Source: an optimization exercise on an open RTL-to-GDS flow (aim: small area and a short achievable clock period). Production flows keep margins and buffers that such runs may drop.
The RTL was checked by simulation tests, not by an equivalence proof against the original design.
Power is estimated from default activity; no workload was simulated.

<file path="flow/run.sh">
#!/bin/bash
# synth_recipe.tcl (not shown) runs the flow's synth.tcl, then flattens the netlist and writes it again
# the make line also repeats each setting of config.mk as NAME=value (left out here)
make -C /OpenROAD-flow-scripts/flow DESIGN_CONFIG=/design/flow/config.mk WORK_HOME=/design/flow/orfs CLKGATE_MAP_FILE= SYNTH_SCRIPT=/design/flow/synth_recipe.tcl finish
</file>
<file path="flow/config.mk">
export PLATFORM = sky130hd
export DESIGN_NAME = arbiter_rr
export DESIGN_NICKNAME = arbiter_rr
export VERILOG_FILES = /design/flow/design.v
export SDC_FILE = /design/flow/constraint.sdc
export NUM_CORES = 4
export LEC_CHECK = 0
export CAP_MARGIN = 20
export CORE_MARGIN = 2
export CORE_UTILIZATION = 40
export SETUP_SLACK_MARGIN = 0.3
export SLEW_MARGIN = 20
</file>
<file path="flow/constraint.sdc">
create_clock -name core_clock -period 6.5 [get_ports {clk}]
set_input_delay 1.3000 -clock core_clock [delete_from_list [all_inputs] [get_ports {clk}]]
set_output_delay 1.3000 -clock core_clock [all_outputs]
set_load 0.01 [all_outputs]
</file>
<file path="flow/design.v">
module arbiter_rr #(
    parameter WIDTH = 64
)(
    input               clk,
    input               rst,
    input   [WIDTH-1:0] req,
    output  [WIDTH-1:0] grant
);
    reg     [WIDTH-1:0] onehot;
    always @(posedge clk or negedge rst) begin
        if(!rst)
            onehot <= {{(WIDTH-1){1'b0}},1'b1};
        else 
            if(|req)
                onehot <= {grant[WIDTH-2:0],grant[WIDTH-1]};
    end
    wire [2*WIDTH-1:0]  double_req = {req,req};
    wire [2*WIDTH-1:0]  double_grant = double_req & ~(double_req - onehot);
    assign grant = double_grant[WIDTH-1:0] | double_grant[2*WIDTH-1:WIDTH];
endmodule
</file>
==> results of run 1 <==
## Yosys cell counts, types with 14 or more instances
master	n	area [um^2]
and3_1	17	106
xor2_1	16	140
clkbuf_1	45	169
o21ai_1	17	85.1
nand2b_1	14	87.6
a21o_1	70	526
nand3_1	36	180
ha_1	63	788
or3_1	18	113
a31oi_1	16	100
xnor2_1	31	272
o21ai_0	68	340
o21bai_1	14	105
nand2_1	117	439
dfrtp_1	63	1580
nor3_1	49	245
o21a_1	24	180
nor4_1	25	156
inv_1	98	368
nor2_1	84	315
nand4_1	43	269
a21oi_1	120	601
## routing by layer
layer / vias to the layer above / routed length (um)
met5: - / 0
met4: 0 / 1930
met3: 111 / 3470
met2: 496 / 19100
met1: 5378 / 18000
li1: 5181 / -
## worst min path at each step
stage | endpoint | slack, ps | cells past startpoint
floorplan | onehot[42] | 450 | 1
CTS | onehot[6] | 480 | 1
global route | onehot[2] | 490 | 1
finish | onehot[6] | 480 | 1
global placement | onehot[9] | 460 | 1
detailed placement | onehot[6] | 470 | 1
## power by group through the flow
stage          Combinational [mW]  Clock (mW)  Sequential (mW)
2_1_floorplan                2.20           0            0.641
3_3_place_gp                 3.78           0            0.662
3_5_place_dp                 3.78           0            0.669
4_1_cts                      3.90       0.538            0.662
5_1_grt                      4.41       0.547            0.681
6_report                     4.11       0.533            0.662
## per-stage QoR
step                hold WS, ps  instance area, um^2
floorplan                   449                 8740
global placement            461                11600
detailed placement          465                11600
CTS                         479                12200
global route                486                12600
finish                      476                12600
## critical path: cells and delay by family
family                 cells  cell delay, ps
AO/OA/AOI/OAI              2             440
buffers and inverters      4            1300
AND/OR/NAND/NOR            6            1870
## final cells by class
| class | instances | area share, % |
|---|---|---|
| clock buffers | 12 | 1.96 |
| well taps | 280 | 2.78 |
| repair buffers | 329 | 22.5 |
| multi-input cells | 1024 | 56.7 |
| clock inverters | 4 | 0.427 |
| inverters | 98 | 2.92 |
| diodes | 1 | 0.0199 |
| flip-flops and latches | 64 | 12.7 |
## cells by family (layout without fill, tap and decap cells)
group / count (synthesis) / count (layout) / synth area share, %
AO/OA/AOI/OAI: 432 / 432 / 32.4
XOR/XNOR: 47 / 47 / 4.71
adder cells (fa/ha/maj): 64 / 64 / 9.25
buffers and inverters: 144 / 443 / 6.27
flip-flops: 64 / 64 / 18.3
multiplexers: 1 / 1 / 0.115
other: 0 / 1 / 0
AND/OR/NAND/NOR: 480 / 480 / 28.9
## what timing repair did
action | 4_1_cts | 5_1_grt
pin swaps | 18 | 18
hold buffers | 0 | 0
setup buffers | 15 | 7
gates resized for setup | 78 | 88
endpoints found under the hold margin | 0 | 0
setup endpoints to repair | 48 | 58
==> run notes, run 1 <==
- Max-slew headroom: 38.4%
- Nets: 1,656
- Die Ht: approximately 150 um
- Top Registers: onehot (64)
- Max reg flops: 64
- First-iteration detailed-routing DRC count: 1,049
- Worst setup path end: grant[59]
- Reg area: 1600 um^2
- Routed Antenna Nets: 0
- Avg WL per Cell: approximately 23 um
- Syn_area_per_cell: 7.10 um^2
- Syn_nets: roughly 1,400
- Max incr delay on CP: 610 ps
- Design Power: 5.31 mW
- Grt peak-use layer: met2
- R2r worst-path depth: 13
- Share of cells above drive strength 1: between 20% and 30%
- P_leak: 5.58 nW
- Fin util: about 58%
- Switching power: ~2.6 mW
- Switching share of power: 49.3%
- Clock buffer depth: 2
- Crit path kind: in2out
- Reg-to-Reg End: onehot[0]
- Slowest stage cell on the critical path: or4_1
- Sequential area share after synthesis: 18.3%
- Critical Path Start: req[6]
- Synth Instances: 1,232
- Cell-internal power: 2.69 mW
- Period minus WS final: ~6200 ps
- Worst hold path type: reg2reg
- Peak VDD IR: 0.203 mV
- Final hold viol count: 0
- Most common cell after layout, fill and taps aside: buf_4
- Most flops, register: onehot
- Place WS: -210 ps
- Netlist Area Pre-Place: 8740 um^2
- Multi-input gate area: between 7000 and 8000 um^2
- Critical path arrival: 4930 ps
- Final Cycle Share: 95.8%
- Vias: 11,166
- Synth Warn #: 1
- Initial Utilization: 40.4%
- Largest net degree at the start of global routing: 65
- # IOs: 130
- Asr flop ratio synth: 100%
- CP max FO: 7
- FMAX: 161 MHz
- Global-route wire length before repair: 63.8 mm
- CTS H-tree depth: 3
- CTS clock-pin slew for the worst setup and hold paths: ~60 ps
- DRC Markers: 0
- Flop pwr share: 12.5%
- Status: no timing/DRC/antenna violations
- Clock buffer count from CTS: 9
- Number of setup violations in the final report: 0
- Cell Chain, Critical Path: clkdlybuf4s50_1 > buf_4 > or4_1 > or3_4 > nor2_2 > nand3_1 > or2_1 > nor4_4 > a211oi_1 > a221oi_2 > buf_4 > clkdlybuf4s50_1
- Met2 Usage GRT: 57.1%
- Clock power share: about a tenth
- Initial antenna violation count: 1
- Area delta synth->final: 44.0%
- GRT met3 Usage: 5.99%
- Fin Clk Skew: between 9 and 10 ps
- Smallest setup slack after layout: between 200 and 300 ps
- Count of cell types in the netlist: 79
- #FFs+latches synth: 64
- Critical Path End Type: output pin
- Max-slew violation count: 0
- GR Util All Layers: 35.7%
- Layout Cells excl Fill: roughly 1,800
- Req. time, crit path: 5200 ps
- Remaining Overflow, GRT: 0
- Die W: 152 um
- Worst r2r src: onehot[26]
- Unrepaired setup endpoints after global routing: true
- Post-synth EDFFs: 0
- Setup TNS: 0 ps
- Final-layout fill cell count: 2,155
- HP Start: onehot[6]
- Drt total wl: 42.5 mm
- Worst setup SP type: primary input
- GPL Wtd Cong: 1.03
- Synth Flop Type: dfrtp_1
- Drt pass-1 iters: 5
- CTS tree: done
- Clock sinks: 64
- Clock root cell: clkbuf_16
- Post-DP HPWL: 34.9 mm
- Vias in the first global route: 10,827
- Buffers on Ports: about 130
- Most frequent cells in the layout: buf_4 (195), nand2_1 (115), a21oi_1 (110), inv_1 (98), clkdlybuf4s50_1 (94)
- Core Area: 21,600 um^2
- Die footprint: 23,100 um^2
- Measured slew at the worst slew-check pin: 912 ps
- PwrDens: 422 nW/um^2
- M1 GR Usage: between 40% and 50%
- Vias per cell: 6.16
- Combinational power share: between 70% and 80%
- Max-Cap Viols: 0
- Worst skew pair latency: between 300 and 400 ps
- Reg2Reg Setup Slack: around 3100 ps
- Rows: 54
- Inst Count DP: 1,773
==> run 2, diff against run 1 <==
==> flow/design.v (replaced) <==
module arbiter_rr #(
    parameter WIDTH = 64
)(
    input               clk,
    input               rst,
    input   [WIDTH-1:0] req,
    output  [WIDTH-1:0] grant
);
    reg  [5:0]  ptr;
    wire [63:0] mask = {64{1'b1}} << ptr;    
    wire [63:0] mreq = req & mask;
    reg [63:0] lm, lu;      
    reg [7:0]  am, au;      
    reg [7:0]  gm, gu;      
    integer g, l;
    always @* begin
        for (g = 0; g < 8; g = g + 1) begin
            lm[8*g] = 1'b0; lu[8*g] = 1'b0;
            for (l = 1; l < 8; l = l + 1) begin
                lm[8*g+l] = lm[8*g+l-1] | mreq[8*g+l-1];
                lu[8*g+l] = lu[8*g+l-1] | req[8*g+l-1];
            end
            am[g] = lm[8*g+7] | mreq[8*g+7];
            au[g] = lu[8*g+7] | req[8*g+7];
        end
        gm[0] = 1'b0; gu[0] = 1'b0;
        for (g = 1; g < 8; g = g + 1) begin
            gm[g] = gm[g-1] | am[g-1];
            gu[g] = gu[g-1] | au[g-1];
        end
    end
    wire any_m = gm[7] | am[7];
    genvar i;
    generate for (i = 0; i < 64; i = i + 1) begin : b
        assign grant[i] = mreq[i] & ~(gm[i/8] | lm[i]) | req[i] & ~(any_m | gu[i/8] | lu[i]);
    end endgenerate
    reg [5:0] nxt;
    integer k;
    always @* begin
        nxt = 6'd0;
        for (k = 0; k < 64; k = k + 1)
            if (grant[k]) nxt = nxt | (k + 1);
    end
    always @(posedge clk or negedge rst) begin
        if (!rst)
            ptr <= 6'd0;
        else if (|req)
            ptr <= nxt;
    end
endmodule
==> run notes, run 2 <==
- Count of cell types in the netlist: 83 (+5.1%)
- GRT met3 Usage: 7.87% (+1.9 points)
- DRC Markers: 0 (unchanged)
- Worst setup SP type: primary input
- Most flops, register: ptr
- Drt total wl: 21.9 mm (-49%)
- Initial Utilization: 41.5% (+1.0 points)
- Synth Area in Simple Gates: 53.5% (+25 points)
- Crit path kind: in2out
- PwrDens: 189 nW/um^2 (-55%)
- Share of cells above drive strength 1: 13.5% (-7.9 points)
- Vias in the first global route: 5,602 (-48%)
- Met2 Usage GRT: 65.6% (+8.6 points)
- Top cells by count, synth: nor2_1 (60), nand2_1 (52), nand3_1 (34)
- Largest net degree at the start of global routing: 20 (-69%)
- Vias per cell: 7.09 (+15%)
- Post-DP HPWL: 17.5 mm (-50%)
- Smallest hold slack: 806 ps (+330 ps)
- Grt peak-use layer: met2
- Most frequent cells in the layout: clkdlybuf4s50_1 (129), nor2_1 (60), nand2_1 (52), buf_4 (45), nand3_1 (34)
- Final Cycle Share: 94.5% (-1.3 points)
- Reg-to-Reg End: ptr[4]
- CTS tree: done
- Critical Path End Type: output pin
- Clock sinks: 6 (-91%)
- Status: no timing/DRC/antenna violations
- Rows: 35 (-35%)
- Routed Antenna Nets: 0 (unchanged)
- Top-count cell post-synth: nor2_1
- GPL Wtd Cong: 1.01 (-1.7%)
- Main combinational cell family by area after synthesis: simple AND/OR/NAND/NOR gates
- Drt pass-1 iters: 9 (+4)
- Clock buffer count from CTS: 3 (-6)
- GR Util All Layers: 40.7% (+5.0 points)
- Synth top area share: 5.85% (-12 points)
- Die footprint: 10,400 um^2 (-55%)
- Req. time, crit path: 5200 ps (about the same)
- Worst r2r src: ptr[0]
- Sequential area share after synthesis: 3.90% (-14 points)
- Most common cell after layout, fill and taps aside: clkdlybuf4s50_1
- Avg WL per Cell: 25.1 um (+7.1%)
- Max-slew headroom: 34.7% (-3.7 points)
- Peak VDD IR: 0.0971 mV (-52%)
- Area leader, netlist: nor2_1
- Period minus WS final: 6140 ps (-81.8 ps)
- Die Ht: 102 um (-33%)
- Final hold viol count: 0 (unchanged)
- Fin Clk Skew: 10.4 ps (+0.552 ps)
- Initial antenna violation count: 0 (-1)
- Synth Instances: 598 (-51%)
- Reg2Reg Setup Slack: 1440 ps (-1670 ps)
- Max-slew violation count: 0 (unchanged)
- HP Start: ptr[5]
- Max reg flops: 6 (-91%)
- Buffers on Ports: 129 (unchanged)
- Area delta synth->final: 43.9% (about the same)
- FMAX: 163 MHz (+1.3%)
- Compound-Gate Fraction of Synth Area: 35.5% (+3.0 points)
- Post-Synth Adder-Cell Area: 0% (-9.2 points)
- Synth Warn #: 1 (unchanged)
- Syn_nets: 664 (-51%)
- Clock root cell: clkbuf_8
- Post-synthesis mux area share: 0% (-0.11 points)
- Remaining Overflow, GRT: 0 (unchanged)
- Nets: 810 (-51%)
- # IOs: 130 (unchanged)
- First-iteration detailed-routing DRC count: 876 (-16%)
- Clock buffer depth: 2 (unchanged)
- CP max FO: 14 (+7)
- CTS Hold Buffers Added: 0 (unchanged)
- Inserted Diodes: 0 (-1)
- R2r worst-path depth: 12 (-1)
- Unrepaired setup endpoints after global routing: true
- Top cells by area, synth: nor2_1 (5.9%), nand2_1 (5.1%), nor4_1 (4.6%)
- Max-Cap Viols: 0 (unchanged)
- Synth Flop Type: dfrtp_1
- Die W: 102 um (-33%)
- Netlist Area Pre-Place: 3850 um^2 (-56%)
- CTS clock-pin slew for the worst setup and hold paths: 40 ps (-20 ps)
- Final-layout fill cell count: 912 (-58%)
- Hold endpoint: ptr[5]
- Critical path arrival: 4840 ps (-90 ps)
- Worst skew pair latency: 240 ps (-120 ps)
- M1 GR Usage: 52.2% (+5.1 points)
- Post-synth EDFFs: 0 (unchanged)
- Global-route wire length before repair: 32.3 mm (-49%)
- Syn_area_per_cell: 6.44 um^2 (-9.3%)
- P_leak: 2.08 nW (-63%)
- Asr flop ratio synth: 100% (unchanged)
- Hold Path Cell Cnt: 1 (unchanged)
- Setup TNS: 0 ps (unchanged)
- Worst hold path type: reg2reg
- CTS H-tree depth: 1 (-2)
- Measured slew at the worst slew-check pin: 955 ps (+42.4 ps)
- Core Area: 9280 um^2 (-57%)
- #FFs+latches synth: 6 (-91%)
- Top Registers: ptr (6)
- Vias: 6,174 (-45%)
- Post-Synth XOR/XNOR Area: 0% (-4.7 points)
- Number of setup violations in the final report: 0 (unchanged)
-- run 2: logic make-up (layout without fill, tap and decap cells) --
family                 after synthesis  in the layout
flip-flops                           6              6
buffers and inverters               58            202
AND/OR/NAND/NOR                    355            355
AO/OA/AOI/OAI                      179            179
-- run 2: area by class of cell --
cell class	count	area (um^2)	area share (%)
Clock buffer	3	41.3	0.745
Inverter	25	93.8	1.69
Multi-Input combinational cell	534	3460	62.5
Sequential cell	6	150	2.71
Tap cell	129	161	2.91
Timing Repair Buffer	174	1630	29.4
-- run 2: worst max-delay path, cell delays in order --
cell and delay, ps:
clkdlybuf4s50_1 490, nand2b_1 180, o221a_2 240, or4_4 580, o31ai_4 290, buf_4 310, nand3_4 240, nor4_1 320
o21a_1 290, clkdlybuf4s50_1 580
-- run 2: how the worst max path moves through the flow --
stage          startpoint        end  depth (start not counted)
4_1_cts            req[7]  grant[35]                          9
2_1_floorplan      req[7]  grant[11]                          7
6_report           req[7]  grant[34]                         10
5_1_grt           req[59]  grant[49]                          7
3_5_place_dp       req[7]  grant[35]                          9
3_3_place_gp       req[7]  grant[35]                          9
-- run 2: per-stage QoR --
stage               power, mW  util, %  cells  cell area (um^2)  worst slack [ps]
floorplan               0.575        -    598              3850              1510
global placement        0.919     58.8    868              5460               375
detailed placement      0.922     58.8    868              5460               350
CTS                     0.983     59.2    871              5500               343
global route             1.08     59.7    871              5540               294
finish                   1.05     59.7    871              5540               356
-- run 2: what timing repair did --
| action | CTS | global route |
|---|---|---|
| gates resized for setup | 0 | 8 |
| buffers inserted | 0 | 0 |
| setup endpoints to repair | 0 | 14 |
| hold endpoints to repair | 0 | 0 |
-- run 2: metal layers --
metal / up-vias / wire length (um)
met5: - / 0
met4: 0 / 1390
met3: 130 / 2930
met2: 543 / 9580
met1: 2832 / 7980
li1: 2669 / -
-- run 2: report_power, final --
group / switching [mW] / total [mW] / internal [mW] / leakage (nW)
clock network: 0.0197 / 0.0598 / 0.0401 / 0.0216
logic: 0.560 / 0.872 / 0.312 / 1.98
registers: 0.0631 / 0.115 / 0.0520 / 0.0776

==> re-timing with driven ports <==
In the flow no input, the clock included, has a driving cell. The finished layouts below were timed again as built, in two steps. Step 1: set_driving_cell puts a clkbuf_16 on clk and a buf_2 on each other input, an assumption about the parent block. Step 2 also shifts input and output timing later by t, the mid clock arrival at the registers, as if the neighbouring blocks saw the same clock. Slacks: ideal / step 1 / step 2; pairs: ideal / step 1.
| run | t (ns) | setup slack, ns | hold slack, ns | worst setup path at the end | pins driven straight from the clock port |
|---|---|---|---|---|---|
| run 1 | 0.409 | 0.274 / 0.252 / 0.252 | 0.476 / 0.476 / 0.476 | input to output | 1 |
| run 2 | 0.251 | 0.356 / 0.328 / 0.328 | 0.806 / 0.806 / 0.806 | input to output | 1 |
After both steps setup and hold are still met in every run listed. The setup slack of run 2, which loses most, moves by -0.028 ns with the drivers and by -0.028 ns with both steps.
